This design comes from an exercise in tuning for small area on the open sky130 flow, not from production work.
In this exercise RTL edits were held to simulation tests only and were not proved equivalent to the original.
The clock port is modelled as an ideal driver; clocking choices that lean on that would not hold on a real chip.
Power figures rest on the tool's default switching activity, not on a simulated workload.

## reram_controller
module reram_controller #(
    parameter INPUT_WIDTH = 8,
    parameter OUTPUT_WIDTH = 12,
    parameter INPUT_SIZE = 784,
    parameter OUTPUT_SIZE = 256
)(
    input  wire                     clk,
    input  wire                     rst_n,
    input  wire                     start,
    output wire                     done,
    output reg                      busy,
    input  wire [INPUT_WIDTH-1:0]   input_data,
    input  wire                     input_valid,
    output reg                      input_ready,
    output wire [9:0]               dac_out,
    output wire                     dac_valid,
    output wire                     xbar_enable,
    output wire [9:0]               xbar_addr,
    input  wire [OUTPUT_WIDTH-1:0]  xbar_data,
    input  wire                     xbar_valid,
    output reg  [OUTPUT_WIDTH-1:0]  output_data,
    output reg  [7:0]               output_addr,
    output reg                      output_valid
);
Size in the first run: about 160 cells after synthesis, about 52 flip-flops, about 2300 um2 of cells after synthesis.
Settings: LEC_CHECK=0, CAP_MARGIN=20, CELL_PAD_IN_SITES_DETAIL_PLACEMENT=1, CELL_PAD_IN_SITES_GLOBAL_PLACEMENT=2, CORE_MARGIN=2, CORE_UTILIZATION=55, SLEW_MARGIN=20; clock period 10.0 ns.
standard.sh (not shown) runs the stock make flow with config.mk's settings and CLKGATE_MAP_FILE= SYNTH_SCRIPT=/design/flow/synth_recipe.tcl, a recipe that flattens the netlist after the stock synthesis.
==> flow/flow/run.sh <==
#!/bin/bash
# Standard synthesis; then the standard ORFS layout with minimum-size port
# buffers, combinational cells downsized after floorplan, and a hand-built
# clock distribution: the register clock pins are split into 4 groups by
# position, each driven by one buffer that the clock port drives (clkbuf.tcl
# before CTS, clkroot.tcl after it; TritonCTS is pointed at the clock port
# net, which then has a single sink, so it adds nothing).
# Each make run's full output goes to its own log here (synth.log,
# layout.log); ORFS keeps per-step logs under orfs/logs.
set -euo pipefail
F=$(pwd)/flow
bash standard.sh synth > synth.log 2>&1
bash standard.sh \
  "BUFFER_PORTS_ARGS=-buffer_cell sky130_fd_sc_hd__buf_1" \
  POST_FLOORPLAN_TCL=$F/downsize.tcl \
  SKIP_REPAIR_TIE_FANOUT=1 \
  PRE_CTS_TCL=$F/clkbuf.tcl POST_CTS_TCL=$F/clkroot.tcl CLK_LEAF_CELL=sky130_fd_sc_hd__buf_6 CLK_NCLUSTER=4 CLK_ROOT_CELL=sky130_fd_sc_hd__clkbuf_2 \
  "CTS_ARGS=-clk_nets clk -dont_use_dummy_load -buf_list sky130_fd_sc_hd__clkbuf_8 -root_buf sky130_fd_sc_hd__clkbuf_8" \
  finish > layout.log 2>&1
Other scripts of this flow, unchanged in this note and not shown: flow/flow/clkbuf.tcl, flow/flow/clkroot.tcl, flow/flow/downsize.tcl
The first run finished clean.
Change:
--- a/flow/flow/run.sh
+++ b/flow/flow/run.sh
@@ -3,7 +3,2 @@
-# buffers, combinational cells downsized after floorplan, and a hand-built
-# clock distribution: the register clock pins are split into 4 groups by
-# position, each driven by one buffer that the clock port drives (clkbuf.tcl
-# before CTS, clkroot.tcl after it; TritonCTS is pointed at the clock port
-# net, which then has a single sink, so it adds nothing).
-# Each make run's full output goes to its own log here (synth.log,
-# layout.log); ORFS keeps per-step logs under orfs/logs.
+# buffers, combinational cells downsized after floorplan, and the clock
+# buffered by one clock buffer before CTS.
Effect:
- The changed run finished clean
- clock skew does not change
- via count stays the same
- wire length does not change
- total power does not change
- sequential power stays flat
- first-iteration DRC count does not change

* * *

The RTL this note starts from:
==> flow/design.v <==
`timescale 1ns / 1ps
module reram_controller #(
    parameter INPUT_WIDTH = 8,
    parameter OUTPUT_WIDTH = 12,
    parameter INPUT_SIZE = 784,
    parameter OUTPUT_SIZE = 256
)(
    input  wire                     clk,
    input  wire                     rst_n,
    input  wire                     start,
    output reg                      done,
    output reg                      busy,
    input  wire [INPUT_WIDTH-1:0]   input_data,
    input  wire                     input_valid,
    output reg                      input_ready,
    output wire [9:0]               dac_out,
    output wire                     dac_valid,
    output wire                     xbar_enable,
    output wire [9:0]               xbar_addr,
    input  wire [OUTPUT_WIDTH-1:0]  xbar_data,
    input  wire                     xbar_valid,
    output reg  [OUTPUT_WIDTH-1:0]  output_data,
    output reg  [7:0]               output_addr,
    output reg                      output_valid
);
    reg        ph;           
    reg        xe;           
    reg  [7:0] dac;          
    reg        seen_ow;      
    reg  [7:0] sample0;      
    reg  [11:0] tmp;
    assign dac_out     = {dac, 2'b00};
    assign dac_valid   = xe;
    assign xbar_enable = xe;
    wire st_mid = xe | (busy & ph & ~input_ready & ~output_valid);
    wire [7:0] xa = output_addr + (st_mid & seen_ow);
    assign xbar_addr   = {2'b00, xa};
    wire st_idle = ~busy;
    wire st_load = busy & ~ph & ~xe & ~output_valid;
    wire st_wait = (input_ready & ph) | ((xe | output_valid) & ~ph);
    wire st_cd   = xe & ph;
    wire st_ow   = busy & ph & ~input_ready & ~xe & ~output_valid;
    wire st_done = output_valid & ph;
    wire cnt_first = ~|tmp[7:0];
    wire cnt_last  = &{tmp[9:7], tmp[4], tmp[2:0]};
    wire last_neuron = &xa;
    always @(posedge clk or negedge rst_n) begin
        if (!rst_n) begin
            busy         <= 1'b0;
            input_ready  <= 1'b0;
            xe           <= 1'b0;
            output_valid <= 1'b0;
            done         <= 1'b0;
            ph           <= 1'b0;
        end else begin
            busy         <= st_idle ? start : ~st_done;
            input_ready  <= st_load;
            xe           <= st_wait;
            output_valid <= st_ow;
            done         <= st_done;
            ph           <= (st_load & input_valid & cnt_last) |
                            (st_wait & xbar_valid) | st_cd |
                            (st_ow & last_neuron);
        end
    end
    always @(posedge clk) begin
        tmp[11:10] <= xbar_data[11:10];
        if (ph)
            tmp[9:0] <= xbar_data[9:0];
        else if (st_idle)
            tmp[9:0] <= 10'd0;
        else if (input_valid)
            tmp[9:0] <= {tmp[8:0], ~(tmp[9] ^ tmp[0])};
        if (cnt_first)
            sample0 <= input_data;
    end
    wire wait_first_load = input_ready & ph;
    always @(posedge clk or negedge rst_n) begin
        if (!rst_n) begin
            dac         <= 8'b0;
            seen_ow     <= 1'b0;
            output_addr <= 8'b0;
            output_data <= {OUTPUT_WIDTH{1'b0}};
        end else begin
            if (wait_first_load)
                dac <= sample0;
            if (st_ow) begin
                seen_ow     <= 1'b1;
                output_addr <= xa;
                output_data <= tmp;
            end
        end
    end
endmodule
export LEC_CHECK = 0
export CAP_MARGIN = 20
export CELL_PAD_IN_SITES_DETAIL_PLACEMENT = 1
export CELL_PAD_IN_SITES_GLOBAL_PLACEMENT = 2
export CORE_MARGIN = 2
export CORE_UTILIZATION = 55
export SLEW_MARGIN = 20
create_clock -name core_clock -period 10.0 [get_ports {clk}]
==> flow/flow/run.sh <==
#!/bin/bash
# Standard synthesis; then the standard ORFS layout with minimum-size port
# buffers, combinational cells downsized after floorplan, and a small clock
# tree without dummy loads.
set -euo pipefail
F=$(pwd)/flow
bash standard.sh synth > synth.log 2>&1
bash standard.sh \
  "BUFFER_PORTS_ARGS=-buffer_cell sky130_fd_sc_hd__buf_1" \
  POST_FLOORPLAN_TCL=$F/downsize.tcl \
  SKIP_REPAIR_TIE_FANOUT=1 \
  "CTS_ARGS=-sink_clustering_enable -repair_clock_nets -dont_use_dummy_load -buf_list sky130_fd_sc_hd__clkbuf_8 -root_buf sky130_fd_sc_hd__clkbuf_8 -sink_clustering_size 30 -sink_clustering_max_diameter 200" \
  finish > layout.log 2>&1
==> flow/flow/downsize.tcl <==
# Swap every combinational cell to the smallest cell of the same function
# (same name but for the drive-strength suffix). Registers are left alone.
set dont_use {}
if {[info exists ::env(DONT_USE_CELLS)]} { set dont_use $::env(DONT_USE_CELLS) }
set db [ord::get_db]
set block [ord::get_db_block]
set n 0
foreach inst [$block getInsts] {
  set name [[$inst getMaster] getName]
  if {![regexp {^(sky130_fd_sc_hd__[a-z0-9]+)_([0-9]+)$} $name -> base drv]} { continue }
  if {[regexp {__(df|edf|sdf|sedf|dl|conb|tap|fill|decap|clk|probe|lpflow)} $name]} { continue }
  set best $name
  set bestw [[$inst getMaster] getWidth]
  foreach d {0 1 2 3 4 6 8 12 16} {
    set cn ${base}_$d
    if {[lsearch -exact $dont_use $cn] >= 0} { continue }
    set mm [$db findMaster $cn]
    if {$mm == "NULL" || $mm == ""} { continue }
    if {[$mm getWidth] < $bestw} { set best $cn; set bestw [$mm getWidth] }
  }
  if {$best ne $name} {
    replace_cell [$inst getName] $best
    incr n
  }
}
puts "downsize: replaced $n cells"
Next try:
==> flow/flow/run.sh (replaced) <==
#!/bin/bash
# Standard synthesis; then the standard ORFS layout with minimum-size port
# buffers and combinational cells downsized after floorplan.
set -euo pipefail
F=$(pwd)/flow
bash standard.sh synth > synth.log 2>&1
bash standard.sh \
  "BUFFER_PORTS_ARGS=-buffer_cell sky130_fd_sc_hd__buf_1" \
  POST_FLOORPLAN_TCL=$F/downsize.tcl \
  SKIP_REPAIR_TIE_FANOUT=1 \
  finish > layout.log 2>&1
--- a/flow/config.mk
+++ b/flow/config.mk
@@ -6,8 +6,8 @@
 export NUM_CORES = 4
 export LEC_CHECK = 0
-export CAP_MARGIN = 20
+export CAP_MARGIN = 40
 export CELL_PAD_IN_SITES_DETAIL_PLACEMENT = 1
 export CELL_PAD_IN_SITES_GLOBAL_PLACEMENT = 2
 export CORE_MARGIN = 2
-export CORE_UTILIZATION = 55
-export SLEW_MARGIN = 20
+export CORE_UTILIZATION = 35
+export SLEW_MARGIN = 40
Outcome: Via count came out lower by 1.1%. Core utilization goes down by 22 points. Non-clock buffer count stays the same. Maximum frequency went up by 1.9%. Count of clock-buffer cells in the layout is unchanged. Hold slack gains 7.8 ps. Clock power came out higher by 21%. Wire length grows by about 0.9%. Setup slack gets better by 85 ps. Clock skew falls by 19 ps. Total power rose by about 2.3%.

* * *

Another version of the RTL of reram_controller (not shown whole).
Size in the first run: roughly 160 cells after synthesis, about 71 I/O pins, roughly 2000 µm² of cells after synthesis.
Settings: LEC_CHECK=0, CAP_MARGIN=20, CELL_PAD_IN_SITES_DETAIL_PLACEMENT=0, CELL_PAD_IN_SITES_GLOBAL_PLACEMENT=0, CORE_MARGIN=2, CORE_UTILIZATION=50, SLEW_MARGIN=20; clock period 10.0 ns.
==> flow/flow/run.sh <==
#!/bin/bash
# Standard synthesis, whose combinational logic is then re-mapped for area
# (resyn.sh; registers untouched); then the standard ORFS layout with
# minimum-size port buffers, combinational cells downsized after floorplan,
# and a hand-built clock distribution: the register clock pins are split into
# 4 groups by position, each driven by one buffer that the clock port drives
# (clkbuf.tcl before CTS, clkroot.tcl after it; TritonCTS is pointed at the
# clock port net, which then has a single sink, so it adds nothing).
# Each tool run's full output goes to its own log here (synth.log, resyn.log,
# layout.log); ORFS keeps per-step logs under orfs/logs.
set -euo pipefail
W=$(pwd)
F=$W/flow
R=$W/orfs/results/${FLOW_PLATFORM:-sky130hd}/reram_controller/base
bash standard.sh synth > synth.log 2>&1
cp $R/1_2_yosys.v $W/standard_synth.v
bash $F/resyn.sh $W/standard_synth.v $W/resyn.v
cp $W/resyn.v $R/1_2_yosys.v
bash standard.sh \
  "BUFFER_PORTS_ARGS=-buffer_cell sky130_fd_sc_hd__buf_1" \
  POST_FLOORPLAN_TCL=$F/downsize.tcl \
  SKIP_REPAIR_TIE_FANOUT=1 \
  PRE_CTS_TCL=$F/clkbuf.tcl POST_CTS_TCL=$F/clkroot.tcl CLK_LEAF_CELL=sky130_fd_sc_hd__buf_6 CLK_NCLUSTER=3 CLK_ROOT_CELL=sky130_fd_sc_hd__clkbuf_2 \
  "CTS_ARGS=-clk_nets clk -dont_use_dummy_load -buf_list sky130_fd_sc_hd__clkbuf_8 -root_buf sky130_fd_sc_hd__clkbuf_8" \
  finish > layout.log 2>&1
==> flow/flow/clkbuf.tcl <==
# Clock distribution: the register clock pins are split into CLK_NCLUSTER
# groups by position (balanced k-means); each group is driven by one CLK_LEAF_CELL
# buffer at its centroid. With more than one group, the clock port drives one
# CLK_ROOT_CELL buffer at the centre of the groups, which drives the others.
set cell $::env(CLK_LEAF_CELL)
set k $::env(CLK_NCLUSTER)
set block [ord::get_db_block]
set db [ord::get_db]
set clknet [$block findNet clk]
set master [$db findMaster $cell]
set sinks {}
foreach it [$clknet getITerms] {
  set inst [$it getInst]
  set box [$inst getBBox]
  lappend sinks [list $it [expr {([$box xMin] + [$box xMax]) / 2.0}] [expr {([$box yMin] + [$box yMax]) / 2.0}]]
}
set n [llength $sinks]
# initial centres: sinks spread along x+y order
set sorted [lsort -real -index 1 $sinks]
set cx {}; set cy {}
for {set i 0} {$i < $k} {incr i} {
  set s [lindex $sorted [expr {int(($i + 0.5) * $n / $k)}]]
  lappend cx [lindex $s 1]; lappend cy [lindex $s 2]
}
# balanced k-means: each group takes at most ceil(n/k) pins
set cap [expr {($n + $k - 1) / $k}]
for {set iter 0} {$iter < 30} {incr iter} {
  set pairs {}
  set si 0
  foreach s $sinks {
    for {set i 0} {$i < $k} {incr i} {
      set d [expr {abs([lindex $s 1] - [lindex $cx $i]) + abs([lindex $s 2] - [lindex $cy $i])}]
      lappend pairs [list $d $si $i]
    }
    incr si
  }
  set assign [lrepeat $n -1]
  set fill [lrepeat $k 0]
  foreach p [lsort -real -index 0 $pairs] {
    lassign $p d si i
    if {[lindex $assign $si] >= 0 || [lindex $fill $i] >= $cap} { continue }
    lset assign $si $i
    lset fill $i [expr {[lindex $fill $i] + 1}]
  }
  set nx {}; set ny {}
  for {set i 0} {$i < $k} {incr i} {
    set sx 0; set sy 0; set m 0
    foreach s $sinks a $assign {
      if {$a == $i} { set sx [expr {$sx + [lindex $s 1]}]; set sy [expr {$sy + [lindex $s 2]}]; incr m }
    }
    if {$m > 0} { lappend nx [expr {$sx / $m}]; lappend ny [expr {$sy / $m}] } else { lappend nx [lindex $cx $i]; lappend ny [lindex $cy $i] }
  }
  set cx $nx; set cy $ny
}
set src $clknet
if {$k > 1} {
  set rmaster [$db findMaster $::env(CLK_ROOT_CELL)]
  set root [odb::dbInst_create $block $rmaster clkbuf_root]
  set src [odb::dbNet_create $block clknet_root]
  $src setSigType CLOCK
  [$root findITerm A] connect $clknet
  [$root findITerm X] connect $src
  set sx 0; set sy 0
  for {set i 0} {$i < $k} {incr i} { set sx [expr {$sx + [lindex $cx $i]}]; set sy [expr {$sy + [lindex $cy $i]}] }
  $root setLocation [expr {int($sx / $k)}] [expr {int($sy / $k)}]
  $root setPlacementStatus PLACED
}
for {set i 0} {$i < $k} {incr i} {
  set buf [odb::dbInst_create $block $master clkbuf_leaf_$i]
  set net [odb::dbNet_create $block clknet_leaf_$i]
  $net setSigType CLOCK
  set m 0
  foreach s $sinks a $assign {
    if {$a == $i} {
      set it [lindex $s 0]
      $it disconnect
      $it connect $net
      incr m
    }
  }
  [$buf findITerm A] connect $src
  [$buf findITerm X] connect $net
  set w [$master getWidth]; set h [$master getHeight]
  $buf setLocation [expr {int([lindex $cx $i] - $w / 2)}] [expr {int([lindex $cy $i] - $h / 2)}]
  $buf setPlacementStatus PLACED
  puts "clkbuf: $cell clkbuf_leaf_$i drives $m clock pins"
}
detailed_placement
Other scripts of this flow, unchanged in this note and not shown: flow/flow/clkroot.tcl, flow/flow/downsize.tcl, flow/flow/lib2v.py, flow/flow/resyn.sh
The first run went through all stages and came out clean.
==> next run, changes <==
--- a/flow/flow/run.sh
+++ b/flow/flow/run.sh
@@ -23 +23 @@
-  PRE_CTS_TCL=$F/clkbuf.tcl POST_CTS_TCL=$F/clkroot.tcl CLK_LEAF_CELL=sky130_fd_sc_hd__buf_6 CLK_NCLUSTER=3 CLK_ROOT_CELL=sky130_fd_sc_hd__clkbuf_2 \
+  PRE_CTS_TCL=$F/clkbuf.tcl POST_CTS_TCL=$F/clkroot.tcl CLK_LEAF_CELL=sky130_fd_sc_hd__buf_6 CLK_NCLUSTER=4 CLK_ROOT_CELL=sky130_fd_sc_hd__clkbuf_2 \
Outcome: The new run finished clean. Core utilization is higher by 0.30 points. Global-route usage is higher by 0.11 points. Register-to-register slack gains 0.02 ns. Via count came out higher by about 1%. Worst setup slack improves by 0.030 ns.
==> next run, changes <==
--- a/flow/flow/run.sh
+++ b/flow/flow/run.sh
@@ -6 +6 @@
-# 4 groups by position, each driven by one buffer that the clock port drives
+# 3 groups by position, each driven by one buffer that the clock port drives
@@ -23 +23 @@
-  PRE_CTS_TCL=$F/clkbuf.tcl POST_CTS_TCL=$F/clkroot.tcl CLK_LEAF_CELL=sky130_fd_sc_hd__buf_6 CLK_NCLUSTER=4 CLK_ROOT_CELL=sky130_fd_sc_hd__clkbuf_2 \
+  PRE_CTS_TCL=$F/clkbuf.tcl POST_CTS_TCL=$F/clkroot.tcl CLK_LEAF_CELL=sky130_fd_sc_hd__buf_6 CLK_NCLUSTER=3 CLK_ROOT_CELL=sky130_fd_sc_hd__clkbuf_2 \
What happened: The changed run passed the timing, DRC and antenna checks; fmax fell by 0.62%; total power fell by 1.1%; utilization fell by 0.30 points; cell count fell by 0.36%; cell area fell by 0.48%; via count fell by 0.95%; wire length stays flat.

[afterwards: timing with drivers on the ports]
Ports are ideal in the flow. The routed layouts listed here were re-timed in OpenROAD. Step 1 (the two cells are an assumption about what drives the block):
set clk [get_ports {clk}]
set_driving_cell -lib_cell sky130_fd_sc_hd__clkbuf_16 $clk
set_driving_cell -lib_cell sky130_fd_sc_hd__buf_2 [delete_from_list [all_inputs] $clk]
Step 2 also shifts input and output timing later by t, the mid clock arrival at the registers, as if the neighbouring blocks saw the same clock. Three values: ideal, step 1, step 2; two values: the first two.
run | t, ns | setup slack, ns | worst setup path after step 2
the first run of note 1 | 0.173 | 5.152 / 5.095 / 5.268 | register to output
the second run of note 1 | 0.173 | 5.152 / 5.095 / 5.268 | register to output
the first run of note 2 | 0.330 | 5.569 / 5.541 / 5.871 | register to output
the second run of note 2 | 0.341 | 5.653 / 5.625 / 5.966 | register to output
the first run of note 3 | 0.182 | 5.164 / 5.115 / 5.298 | register to output
the second run of note 3 | 0.171 | 5.194 / 5.140 / 5.311 | register to output
the third run of note 3 | 0.182 | 5.164 / 5.115 / 5.298 | register to output
After both steps setup and hold are still met in every run listed.
